Background: an optimization exercise with open tools, aiming at small area. Do not read the settings as production practice.
Only simulation tests tie the RTL to the original design; equivalence was not proved.

==> inputs of v16 <==
Design fp_dot4, start of the top module:
module fp_dot4 (
    input  wire         clk,
    input  wire         rst,
    input  wire         in_valid,
    input  wire [127:0] a,
    input  wire [127:0] b,
    output wire         out_valid,
    output wire [31:0]  result
);
clock: 11.0 ns
lec_check: 0
cap_margin: 20
core_margin: 2
core_utilization: 75
place_density: 0.85
slew_margin: 20
synth_hierarchical: 1
synth_minimum_keep_size: 0
standard.sh (not shown) runs the stock make flow with config.mk's settings and CLKGATE_MAP_FILE= SYNTH_SCRIPT=/design/flow/synth_recipe.tcl, a recipe that flattens the netlist after the stock synthesis.
==> flow/flow/run.sh <==
#!/bin/bash
# The standard layout (the standard.sh: ORFS from synthesis to the final
# layout), with two ORFS options the standard layout leaves at their
# defaults:
#  - the port buffers are sky130_fd_sc_hd__buf_1 instead of the delay cell
#    buffer_ports picks by default (the resizer still upsizes them where
#    timing or slew needs it);
#  - after synthesis, flow/downsize.tcl sets combinational cells to drive
#    strength 1 (ORFS's POST_SYNTH_TCL hook), leaving sizing to the resizer.
# make's full output goes to standard_make.log in this folder; each ORFS step
# also keeps its own log under orfs/logs/.
set -euo pipefail
export BUFFER_PORTS_ARGS="-buffer_cell sky130_fd_sc_hd__buf_1"
export POST_SYNTH_TCL="$PWD/flow/downsize.tcl"
bash standard.sh > standard_make.log 2>&1
==> flow/flow/downsize.tcl <==
# Sourced by ORFS's synth_odb step (POST_SYNTH_TCL), after the synthesised
# netlist is loaded: every combinational cell that synthesis mapped to a
# drive strength above 1 goes back to the drive-1 cell of the same function
# and pins (ABC sizes gates for loads it only guesses at). Flip-flops, clock
# cells and tie cells keep theirs. The resizer in the later steps sizes up
# again where slew, capacitance or timing need it.
set db [ord::get_db]
set n 0
foreach inst [[ord::get_db_block] getInsts] {
  set name [[$inst getMaster] getName]
  if {![regexp {^(sky130_fd_sc_hd__[a-z0-9]+)_([0-9]+)$} $name -> base drive]} { continue }
  if {$drive <= 1} { continue }
  if {[regexp {dfxtp|dfrtp|dfstp|clk|conb|lpflow|probe|tap|fill|decap|dlygate|dlymetal} $base]} { continue }
  set nm [$db findMaster ${base}_1]
  if {$nm eq "NULL"} { continue }
  if {[catch {$inst swapMaster $nm} err]} { puts "downsize: kept $name ([$inst getName]): $err"; continue }
  incr n
}
puts "downsize: $n instances set to drive strength 1"
==> v7: changes against v16 <==
==> flow/run.sh (new file) <==
#!/bin/bash
# synth_recipe.tcl (not shown) runs the flow's synth.tcl, then flattens the netlist and writes it again
# the make line also repeats each setting of config.mk as NAME=value (left out here)
make -C /OpenROAD-flow-scripts/flow DESIGN_CONFIG=/design/flow/config.mk WORK_HOME=/design/flow/orfs CLKGATE_MAP_FILE= SYNTH_SCRIPT=/design/flow/synth_recipe.tcl finish
==> flow/config.mk (replaced) <==
export PLATFORM = sky130hd
export DESIGN_NAME = fp_dot4
export DESIGN_NICKNAME = fp_dot4
export VERILOG_FILES = /design/flow/design.v
export SDC_FILE = /design/flow/constraint.sdc
export NUM_CORES = 4
export LEC_CHECK = 0
export CAP_MARGIN = 5
export CORE_MARGIN = 2
export CORE_UTILIZATION = 68
export PLACE_DENSITY = 0.78
export SLEW_MARGIN = 5
export SYNTH_HIERARCHICAL = 1
export SYNTH_MINIMUM_KEEP_SIZE = 0
removed: flow/flow/run.sh
removed: flow/flow/downsize.tcl
removed: flow/standard.sh
==> v31: changes against v16 <==
--- a/flow/config.mk
+++ b/flow/config.mk
@@ -8,6 +8,7 @@
 export CAP_MARGIN = 20
 export CORE_MARGIN = 2
 export CORE_UTILIZATION = 75
+export GPL_TIMING_DRIVEN = 0
 export PLACE_DENSITY = 0.85
 export SLEW_MARGIN = 20
 export SYNTH_HIERARCHICAL = 1
==> Flow_metrics.wiki <==
{| class="wikitable"
! Metric !! Value
|-
| Status || timing/DRC/antenna clean
|-
| Met3 usage in global routing || approximately 14%
|-
| CP Max Fanout || 11
|-
| Post-route minimum period || between 10 and 15 ns
|-
| Area of the core || roughly 130000 um^2
|-
| Final Setup Violations || 0
|-
| Vertical die dimension || between 300 and 400 um
|-
| Max cap viols || 0
|}
[end of results for v16]
==> Flow_metrics.wiki <==
{| class="wikitable"
! Metric !! Value
|-
| Cell count along the critical path || 24
|-
| Met3 usage in global routing || 11.2%
|-
| Fraction of standard cell area in multi-input logic || 80.3%
|-
| Final Setup Violations || 0
|-
| Vertical die dimension || 390 um
|-
| CP Max Fanout || 25
|-
| Status || timing/DRC/antenna clean
|-
| Area of the core || 148000 um^2
|}
[end of results for v7]
==> Flow_metrics.wiki <==
{| class="wikitable"
! Metric !! Value
|-
| Status || did not finish
|-
| Post-Synthesis Cells || ~11000
|-
| Stopped at || global routing (5_1_grt)
|-
| Tool error || [ERROR GRT-0232] Routing congestion too high. Check the congestion heatmap in the GUI.
|-
| Average instance area after synthesis || 8.86 um^2
|-
| Maximum clock insertion buffer count || 3
|-
| Met3 usage in global routing || 57.7%
|-
| Vertical die dimension || 367 um
|}
[end of results for v31]

==> what the ideal ports hide <==
The flow's constraints put no driver on any port. The routed layouts listed below were extracted and timed again, unchanged, in two steps.
Step 1: set_driving_cell puts a clkbuf_16 on clk and a buf_2 on each other input, an assumption about the parent block.
Step 2, shift: input delay + t, output delay - t, t = (earliest + latest rising clock arrival at the registers) / 2. This alone moves slack from input paths to output paths.
Three values: ideal ports, drivers, drivers and shift; two values: the first two.
| run | t (ns) | setup WS [ns] | latest minus earliest clock arrival (ns) |
|---|---|---|---|
| v16 | 0.726 | 0.423 / 0.423 / 0.073 | 0.036 / 0.035 |
| v7 | 0.737 | 0.529 / 0.451 / -0.041 | 0.028 / 0.028 |
With both steps, setup timing fails in v7, where it was met with ideal ports. The setup slack of v7, which loses most, moves by -0.078 ns with the drivers and by -0.570 ns with both steps.
